This design comes from an exercise in tuning for small area and a short achievable clock period on the open sky130 flow, not from production work. RTL that was checked went through simulation tests only; none was proved equivalent to the original. Power and IR drop assume default switching activity.

==> module c_a211oi, before the edit <==
module c_a211oi (input a1, input a2, input b1, input c1, output y);
    assign y = ~((a1 & a2) | b1 | c1);
endmodule
==> module c_or2, before the edit <==
module c_or2 (input a, input b, output y); assign y = a | b; endmodule
==> module ALM10_SOA_win, before the edit <==
module ALM10_SOA_win(
    input  [15:0] x,
    output [1:0]  g,
    output [10:1] w,
    output        xz
    );
    wire sg = x[15];
    wire [14:0] a;
    genvar i;
    generate for (i = 0; i < 15; i = i + 1) begin : abs
        c_xor2 u(.a(x[i]), .b(sg), .y(a[i]));
    end endgenerate
    wire n2, n1, z0;
    wire [5:0] o;
    c_nor2 uo0(.a(a[11]), .b(a[10]), .y(o[0]));
    c_nor2 uo1(.a(a[9]),  .b(a[8]),  .y(o[1]));
    c_nor2 uo2(.a(a[7]),  .b(a[6]),  .y(o[2]));
    c_nor2 uo3(.a(a[5]),  .b(a[4]),  .y(o[3]));
    c_nor2 uo4(.a(a[13]), .b(a[12]), .y(o[4]));
    c_nor2 uo5(.a(a[3]),  .b(a[2]),  .y(o[5]));
    c_nand2 un2(.a(o[0]), .b(o[1]), .y(n2));
    c_nand2 un1(.a(o[2]), .b(o[3]), .y(n1));
    wire a14n;
    c_inv un3a(.a(a[14]), .y(a14n));
    c_nor3 uz0(.a(a[1]), .b(a[0]), .c(~o[5]), .y(z0));
    wire s3, s2, s1, s0;
    c_nand2 us3(.a(o[4]), .b(a14n), .y(s3));
    c_a21oi us2(.a1(o[0]), .a2(o[1]), .b1(s3), .y(s2));
    c_a211oi us1(.a1(o[2]), .a2(o[3]), .b1(s3), .c1(n2), .y(s1));
    c_nor3 us0(.a(s3), .b(n2), .c(n1), .y(s0));
    c_or2 ug1(.a(s3), .b(n2), .y(g[1]));
    c_or2 ug0(.a(s3), .b(s1), .y(g[0]));
    assign xz = ~sg & s0 & z0;
    c_ao3 uw10(.a0(a[11]), .a1(a[7]), .a2(a[3]), .s0(s2), .s1(s1), .s2(s0), .y(w[10]));
    c_ao4 uw9 (.a0(a[14]), .a1(a[10]), .a2(a[6]), .a3(a[2]), .s0(s3), .s1(s2), .s2(s1), .s3(s0), .y(w[9]));
    c_ao4 uw8 (.a0(a[13]), .a1(a[9]),  .a2(a[5]), .a3(a[1]), .s0(s3), .s1(s2), .s2(s1), .s3(s0), .y(w[8]));
    c_ao4 uw7 (.a0(a[12]), .a1(a[8]),  .a2(a[4]), .a3(a[0]), .s0(s3), .s1(s2), .s2(s1), .s3(s0), .y(w[7]));
    c_ao3 uw6 (.a0(a[11]), .a1(a[7]), .a2(a[3]), .s0(s3), .s1(s2), .s2(s1), .y(w[6]));
    c_ao3 uw5 (.a0(a[10]), .a1(a[6]), .a2(a[2]), .s0(s3), .s1(s2), .s2(s1), .y(w[5]));
    c_ao3 uw4 (.a0(a[9]),  .a1(a[5]), .a2(a[1]), .s0(s3), .s1(s2), .s2(s1), .y(w[4]));
    c_ao3 uw3 (.a0(a[8]),  .a1(a[4]), .a2(a[0]), .s0(s3), .s1(s2), .s2(s1), .y(w[3]));
    c_ao2 uw2 (.a0(a[7]), .a1(a[3]), .s0(s3), .s1(s2), .y(w[2]));
    c_ao2 uw1 (.a0(a[6]), .a1(a[2]), .s0(s3), .s1(s2), .y(w[1]));
endmodule
==> module ALM10_SOA_norm, before the edit <==
module ALM10_SOA_norm(
    input  [1:0]  g,
    input  [10:1] w,
    output [3:0]  k,
    output [5:0]  f
    );
    wire [1:0] p;
    assign p[1] = w[10] | w[9];
    assign p[0] = w[10] | (~w[9] & w[8]);
    assign k = {g, p};
    wire [3:0] ph;                       
    ALM10_SOA_oh4 uo(.w(w[10:8]), .ph(ph));
    genvar i;
    generate for (i = 0; i < 6; i = i + 1) begin : fr
        c_ao4 u(.a0(w[1+i]), .a1(w[2+i]), .a2(w[3+i]), .a3(w[4+i]),
                .s0(ph[0]), .s1(ph[1]), .s2(ph[2]), .s3(ph[3]), .y(f[i]));
    end endgenerate
endmodule
==> module ALM10_SOA_oh4, before the edit <==
module ALM10_SOA_oh4(input [10:8] w, output [3:0] ph);
    assign ph[3] = w[10];
    assign ph[2] = ~w[10] & w[9];
    assign ph[1] = ~w[10] & ~w[9] & w[8];
    assign ph[0] = ~w[10] & ~w[9] & ~w[8];
endmodule
Settings: LEC_CHECK=0, CAP_MARGIN=20, CORE_MARGIN=2, CORE_UTILIZATION=40, CTS_CLUSTER_DIAMETER=80, CTS_CLUSTER_SIZE=24, SETUP_SLACK_MARGIN=4.0, SLEW_MARGIN=20, SYNTH_HIERARCHICAL=1; clock period 7.0 ns.
standard.sh (not shown) runs the stock make flow with config.mk's settings and CLKGATE_MAP_FILE= SYNTH_SCRIPT=/design/flow/synth_recipe.tcl, a recipe that flattens the netlist after the stock synthesis.
==> flow/flow/run.sh <==
#!/bin/bash
# The standard layout, with plain buffers (not delay cells) on the ports.
set -euo pipefail
bash standard.sh BUFFER_PORTS_ARGS="-buffer_cell sky130_fd_sc_hd__buf_1" ABC_LOAD_IN_FF=1 finish > flow_make.log 2>&1
==> next run, changes <==
--- a/flow/design.v
+++ b/flow/design.v
@@ -13,14 +13,10 @@
     assign y = ~((a1 & a2) | (b1 & b2) | c1);
 endmodule
 module c_a222oi (input a1, input a2, input b1, input b2, input c1, input c2, output y);
     assign y = ~((a1 & a2) | (b1 & b2) | (c1 & c2));
 endmodule
-module c_a211oi (input a1, input a2, input b1, input c1, output y);
-    assign y = ~((a1 & a2) | b1 | c1);
-endmodule
-module c_or2 (input a, input b, output y); assign y = a | b; endmodule
 module c_nor3 (input a, input b, input c, output y); assign y = ~(a | b | c); endmodule
 module c_mux4 (input a0, input a1, input a2, input a3, input s0, input s1, output y);
     assign y = s1 ? (s0 ? a3 : a2) : (s0 ? a1 : a0);
 endmodule
 module c_ao4 (input a0, input a1, input a2, input a3,
@@ -31,10 +27,19 @@
     assign y = (a0 & s0) | (a1 & s1) | (a2 & s2);
 endmodule
 module c_ao2 (input a0, input a1, input s0, input s1, output y);
     assign y = (a0 & s0) | (a1 & s1);
 endmodule
+module ALM10_SOA_grp(input n3, input n2, input n1,
+                     output s3, output s2, output s1, output s0, output [1:0] g);
+    assign s3 = n3;
+    assign s2 = ~n3 & n2;
+    assign s1 = ~n3 & ~n2 & n1;
+    assign s0 = ~n3 & ~n2 & ~n1;
+    assign g[1] = n3 | n2;
+    assign g[0] = n3 | (~n2 & n1);
+endmodule
 module ALM10_SOA_win(
     input  [15:0] x,
     output [1:0]  g,
     output [10:1] w,
     output        xz
@@ -43,11 +48,11 @@
     wire [14:0] a;
     genvar i;
     generate for (i = 0; i < 15; i = i + 1) begin : abs
         c_xor2 u(.a(x[i]), .b(sg), .y(a[i]));
     end endgenerate
-    wire n2, n1, z0;
+    wire n3, n2, n1, z0;
     wire [5:0] o;
     c_nor2 uo0(.a(a[11]), .b(a[10]), .y(o[0]));
     c_nor2 uo1(.a(a[9]),  .b(a[8]),  .y(o[1]));
     c_nor2 uo2(.a(a[7]),  .b(a[6]),  .y(o[2]));
     c_nor2 uo3(.a(a[5]),  .b(a[4]),  .y(o[3]));
@@ -55,18 +60,14 @@
     c_nor2 uo5(.a(a[3]),  .b(a[2]),  .y(o[5]));
     c_nand2 un2(.a(o[0]), .b(o[1]), .y(n2));
     c_nand2 un1(.a(o[2]), .b(o[3]), .y(n1));
     wire a14n;
     c_inv un3a(.a(a[14]), .y(a14n));
+    c_nand2 un3(.a(o[4]), .b(a14n), .y(n3));
     c_nor3 uz0(.a(a[1]), .b(a[0]), .c(~o[5]), .y(z0));
     wire s3, s2, s1, s0;
-    c_nand2 us3(.a(o[4]), .b(a14n), .y(s3));
-    c_a21oi us2(.a1(o[0]), .a2(o[1]), .b1(s3), .y(s2));
-    c_a211oi us1(.a1(o[2]), .a2(o[3]), .b1(s3), .c1(n2), .y(s1));
-    c_nor3 us0(.a(s3), .b(n2), .c(n1), .y(s0));
-    c_or2 ug1(.a(s3), .b(n2), .y(g[1]));
-    c_or2 ug0(.a(s3), .b(s1), .y(g[0]));
+    ALM10_SOA_grp ug(.n3(n3), .n2(n2), .n1(n1), .s3(s3), .s2(s2), .s1(s1), .s0(s0), .g(g));
     assign xz = ~sg & s0 & z0;
     c_ao3 uw10(.a0(a[11]), .a1(a[7]), .a2(a[3]), .s0(s2), .s1(s1), .s2(s0), .y(w[10]));
     c_ao4 uw9 (.a0(a[14]), .a1(a[10]), .a2(a[6]), .a3(a[2]), .s0(s3), .s1(s2), .s2(s1), .s3(s0), .y(w[9]));
     c_ao4 uw8 (.a0(a[13]), .a1(a[9]),  .a2(a[5]), .a3(a[1]), .s0(s3), .s1(s2), .s2(s1), .s3(s0), .y(w[8]));
     c_ao4 uw7 (.a0(a[12]), .a1(a[8]),  .a2(a[4]), .a3(a[0]), .s0(s3), .s1(s2), .s2(s1), .s3(s0), .y(w[7]));
@@ -85,24 +86,15 @@
     );
     wire [1:0] p;
     assign p[1] = w[10] | w[9];
     assign p[0] = w[10] | (~w[9] & w[8]);
     assign k = {g, p};
-    wire [3:0] ph;                       
-    ALM10_SOA_oh4 uo(.w(w[10:8]), .ph(ph));
     genvar i;
     generate for (i = 0; i < 6; i = i + 1) begin : fr
-        c_ao4 u(.a0(w[1+i]), .a1(w[2+i]), .a2(w[3+i]), .a3(w[4+i]),
-                .s0(ph[0]), .s1(ph[1]), .s2(ph[2]), .s3(ph[3]), .y(f[i]));
+        c_mux4 u(.a0(w[1+i]), .a1(w[2+i]), .a2(w[3+i]), .a3(w[4+i]), .s0(p[0]), .s1(p[1]), .y(f[i]));
     end endgenerate
 endmodule
-module ALM10_SOA_oh4(input [10:8] w, output [3:0] ph);
-    assign ph[3] = w[10];
-    assign ph[2] = ~w[10] & w[9];
-    assign ph[1] = ~w[10] & ~w[9] & w[8];
-    assign ph[0] = ~w[10] & ~w[9] & ~w[8];
-endmodule
 module ALM10_SOA_add(
     input  [8:0] lx,
     input  [8:0] ly,
     input        fx0,
     input        fy0,
=>
- sequential share of layout area stays flat
- setup slack gets better by 0.0060 ns
- fmax hardly moves
- die area grows by 0.36%
- sequential cell count stays the same
- synthesized area grows by 0.38%
- final area hardly moves
- routed wire length shrinks by 2.3%
- critical path depth grows by 1
- count of clock-buffer cells in the layout grows by 1
- sequential power shrinks by about 2%
- combinational power grows by 13%
- total power grows by 10%
No run of this note included a check of the RTL's function; only the layout flow was run.

========
mult_top, a different RTL version from the one above (not shown whole).
Size: ~430 cells after synthesis, ~47 flip-flops, about 65 I/O pins.
==> module c_ao3, before the edit <==
module c_ao3 (input a0, input a1, input a2, input s0, input s1, input s2, output y);
    wire n01, n2;
    c_a22oi u0(.a1(a0), .a2(s0), .b1(a1), .b2(s1), .y(n01));
    c_nand2 u1(.a(a2), .b(s2), .y(n2));
    c_nand2 u2(.a(n01), .b(n2), .y(y));
endmodule
clock: 7.0 ns
lec_check: 0
cap_margin: 20
core_margin: 2
core_utilization: 40
setup_slack_margin: 4.0
slew_margin: 20
synth_hierarchical: 1
Scripts as last shown in full above: flow/flow/run.sh
The first run went through all stages and came out clean.
Then changed:
--- a/flow/design.v
+++ b/flow/design.v
@@ -26,14 +26,11 @@
 module c_ao4 (input a0, input a1, input a2, input a3,
               input s0, input s1, input s2, input s3, output y);
     assign y = (a0 & s0) | (a1 & s1) | (a2 & s2) | (a3 & s3);
 endmodule
 module c_ao3 (input a0, input a1, input a2, input s0, input s1, input s2, output y);
-    wire n01, n2;
-    c_a22oi u0(.a1(a0), .a2(s0), .b1(a1), .b2(s1), .y(n01));
-    c_nand2 u1(.a(a2), .b(s2), .y(n2));
-    c_nand2 u2(.a(n01), .b(n2), .y(y));
+    assign y = (a0 & s0) | (a1 & s1) | (a2 & s2);
 endmodule
 module c_ao2 (input a0, input a1, input s0, input s1, output y);
     assign y = (a0 & s0) | (a1 & s1);
 endmodule
 module ALM10_SOA_win(
Result:
- core utilization drops by 0.74 points
- worst hold slack gets worse by 0.016 ns
- via count stays flat
- maximum frequency is about the same
- clock power drops by 14%
Function was not checked in any run of this note: the RTL went through the layout flow alone.

========
Setup of P:
mult_top, a different RTL version from the one above (not shown whole).
Size: roughly 430 cells after synthesis, ~65 I/O pins.
## mult_top
module mult_top(
    input clk,
    input  [15:0] x,
    input  [15:0] y,
    output [31:0] p_out
    );
==> flow/config.mk <==
export PLATFORM = sky130hd
export DESIGN_NAME = mult_top
export DESIGN_NICKNAME = mult_top
export VERILOG_FILES = /design/flow/design.v
export SDC_FILE = /design/flow/constraint.sdc
export NUM_CORES = 4
export LEC_CHECK = 0
export CAP_MARGIN = 20
export CORE_MARGIN = 2
export CORE_UTILIZATION = 40
export SETUP_SLACK_MARGIN = 4.0
export SLEW_MARGIN = 20
export SYNTH_HIERARCHICAL = 1
==> flow/constraint.sdc <==
create_clock -name core_clock -period 7.0 [get_ports {clk}]
set_input_delay 1.4000 -clock core_clock [delete_from_list [all_inputs] [get_ports {clk}]]
set_output_delay 1.4000 -clock core_clock [all_outputs]
set_load 0.01 [all_outputs]
==> flow/flow/run.sh <==
#!/bin/bash
# The standard layout, with plain buffers (not delay cells) on the ports.
set -euo pipefail
bash standard.sh BUFFER_PORTS_ARGS="-buffer_cell sky130_fd_sc_hd__buf_1" ABC_LOAD_IN_FF=1 CTS_ARGS="-sink_clustering_enable -repair_clock_nets -dont_use_dummy_load" finish > flow_make.log 2>&1
P went all the way through synthesis, placement and routing and the layout is clean on timing, DRC and antenna.
## Diff of input files: Q against P
--- a/flow/design.v
+++ b/flow/design.v
@@ -6,11 +6,10 @@
 module c_xnor2 (input a, input b, output y); assign y = ~(a ^ b); endmodule
 module c_a21oi (input a1, input a2, input b1, output y); assign y = ~((a1 & a2) | b1); endmodule
 module c_o21ai (input a1, input a2, input b1, output y); assign y = ~((a1 | a2) & b1); endmodule
-module c_a211oi (input a1, input a2, input b1, input c1, output y);
-    assign y = ~((a1 & a2) | b1 | c1);
-endmodule
-module c_or2 (input a, input b, output y); assign y = a | b; endmodule
 module c_nor3 (input a, input b, input c, output y); assign y = ~(a | b | c); endmodule
+module c_mux4 (input a0, input a1, input a2, input a3, input s0, input s1, output y);
+    assign y = s1 ? (s0 ? a3 : a2) : (s0 ? a1 : a0);
+endmodule
 module c_ao4 (input a0, input a1, input a2, input a3,
               input s0, input s1, input s2, input s3, output y);
     assign y = (a0 & s0) | (a1 & s1) | (a2 & s2) | (a3 & s3);
@@ -21,6 +20,15 @@
 module c_ao2 (input a0, input a1, input s0, input s1, output y);
     assign y = (a0 & s0) | (a1 & s1);
 endmodule
+module ALM10_SOA_grp(input n3, input n2, input n1,
+                     output s3, output s2, output s1, output s0, output [1:0] g);
+    assign s3 = n3;
+    assign s2 = ~n3 & n2;
+    assign s1 = ~n3 & ~n2 & n1;
+    assign s0 = ~n3 & ~n2 & ~n1;
+    assign g[1] = n3 | n2;
+    assign g[0] = n3 | (~n2 & n1);
+endmodule
 module ALM10_SOA_win(
     input  [15:0] x,
     output [1:0]  g,
@@ -33,7 +41,7 @@
     generate for (i = 0; i < 15; i = i + 1) begin : abs
         c_xor2 u(.a(x[i]), .b(sg), .y(a[i]));
     end endgenerate
-    wire n2, n1, z0;
+    wire n3, n2, n1, z0;
     wire [5:0] o;
     c_nor2 uo0(.a(a[11]), .b(a[10]), .y(o[0]));
     c_nor2 uo1(.a(a[9]),  .b(a[8]),  .y(o[1]));
@@ -45,14 +53,10 @@
     c_nand2 un1(.a(o[2]), .b(o[3]), .y(n1));
     wire a14n;
     c_inv un3a(.a(a[14]), .y(a14n));
+    c_nand2 un3(.a(o[4]), .b(a14n), .y(n3));
     c_nor3 uz0(.a(a[1]), .b(a[0]), .c(~o[5]), .y(z0));
     wire s3, s2, s1, s0;
-    c_nand2 us3(.a(o[4]), .b(a14n), .y(s3));
-    c_a21oi us2(.a1(o[0]), .a2(o[1]), .b1(s3), .y(s2));
-    c_a211oi us1(.a1(o[2]), .a2(o[3]), .b1(s3), .c1(n2), .y(s1));
-    c_nor3 us0(.a(s3), .b(n2), .c(n1), .y(s0));
-    c_or2 ug1(.a(s3), .b(n2), .y(g[1]));
-    c_or2 ug0(.a(s3), .b(s1), .y(g[0]));
+    ALM10_SOA_grp ug(.n3(n3), .n2(n2), .n1(n1), .s3(s3), .s2(s2), .s1(s1), .s0(s0), .g(g));
     assign xz = ~sg & s0 & z0;
     c_ao3 uw10(.a0(a[11]), .a1(a[7]), .a2(a[3]), .s0(s2), .s1(s1), .s2(s0), .y(w[10]));
     c_ao4 uw9 (.a0(a[14]), .a1(a[10]), .a2(a[6]), .a3(a[2]), .s0(s3), .s1(s2), .s2(s1), .s3(s0), .y(w[9]));
@@ -75,20 +79,11 @@
     assign p[1] = w[10] | w[9];
     assign p[0] = w[10] | (~w[9] & w[8]);
     assign k = {g, p};
-    wire [3:0] ph;                       
-    ALM10_SOA_oh4 uo(.w(w[10:8]), .ph(ph));
     genvar i;
     generate for (i = 0; i < 6; i = i + 1) begin : fr
-        c_ao4 u(.a0(w[1+i]), .a1(w[2+i]), .a2(w[3+i]), .a3(w[4+i]),
-                .s0(ph[0]), .s1(ph[1]), .s2(ph[2]), .s3(ph[3]), .y(f[i]));
+        c_mux4 u(.a0(w[1+i]), .a1(w[2+i]), .a2(w[3+i]), .a3(w[4+i]), .s0(p[0]), .s1(p[1]), .y(f[i]));
     end endgenerate
 endmodule
-module ALM10_SOA_oh4(input [10:8] w, output [3:0] ph);
-    assign ph[3] = w[10];
-    assign ph[2] = ~w[10] & w[9];
-    assign ph[1] = ~w[10] & ~w[9] & w[8];
-    assign ph[0] = ~w[10] & ~w[9] & ~w[8];
-endmodule
 module ALM10_SOA_add(
     input  [8:0] lx,
     input  [8:0] ly,
[summary]
Compared with P, Q shows a total power divided by cell area that is 6.7% higher.
Cell area | Q vs P | Q smaller
The post-detailed-placement cell area of Q and that of P are within noise of each other.
Relative to P, the global-route usage of Q is lower by 0.99 points.
Any difference in total of clock buffers placed in the layout between Q and P is small enough to ignore.
Core footprint: Q vs P up about 0.5%
No functional check of the RTL was part of P.

==> static timing again, ports no longer ideal <==
How much do the figures lean on ideal ports? The routed layouts below were timed once more, with nothing changed but the port constraints. Step 1 assumes that a clkbuf_16 drives the clock port and a buf_2 every other input. Step 2 moves the port delays by t, midway between the first and last clock arrival at a register: inputs arrive t later, outputs are due t later. That takes back most of the time a late clock gives input paths. Slacks: ideal ports / drivers / drivers and shift; pairs: ideal ports / drivers.
| run | shift t [ns] | setup slack, ns | hold WS [ns] | clock arrival spread, ns |
|---|---|---|---|---|
| the first run of note 1 | 0.322 | 4.085 / 4.056 / 3.788 | 0.464 / 0.464 / 0.464 | 0.008 / 0.007 |
| the second run of note 1 | 0.321 | 4.091 / 4.063 / 3.832 | 0.483 / 0.483 / 0.483 | 0.004 / 0.004 |
| the first run of note 2 | 0.322 | 4.062 / 4.034 / 3.939 | 0.489 / 0.489 / 0.489 | 0.006 / 0.006 |
| the second run of note 2 | 0.320 | 4.069 / 4.042 / 3.906 | 0.473 / 0.473 / 0.473 | 0.002 / 0.003 |
| P | 0.310 | 4.091 / 4.069 / 3.789 | 0.488 / 0.488 / 0.488 | 0.009 / 0.008 |
| Q | 0.309 | 4.095 / 4.069 / 3.889 | 0.504 / 0.504 / 0.504 | 0.017 / 0.017 |
After both steps every run listed still meets setup and hold. The setup slack of P, which loses most, moves by -0.022 ns with the drivers and by -0.302 ns with both steps.
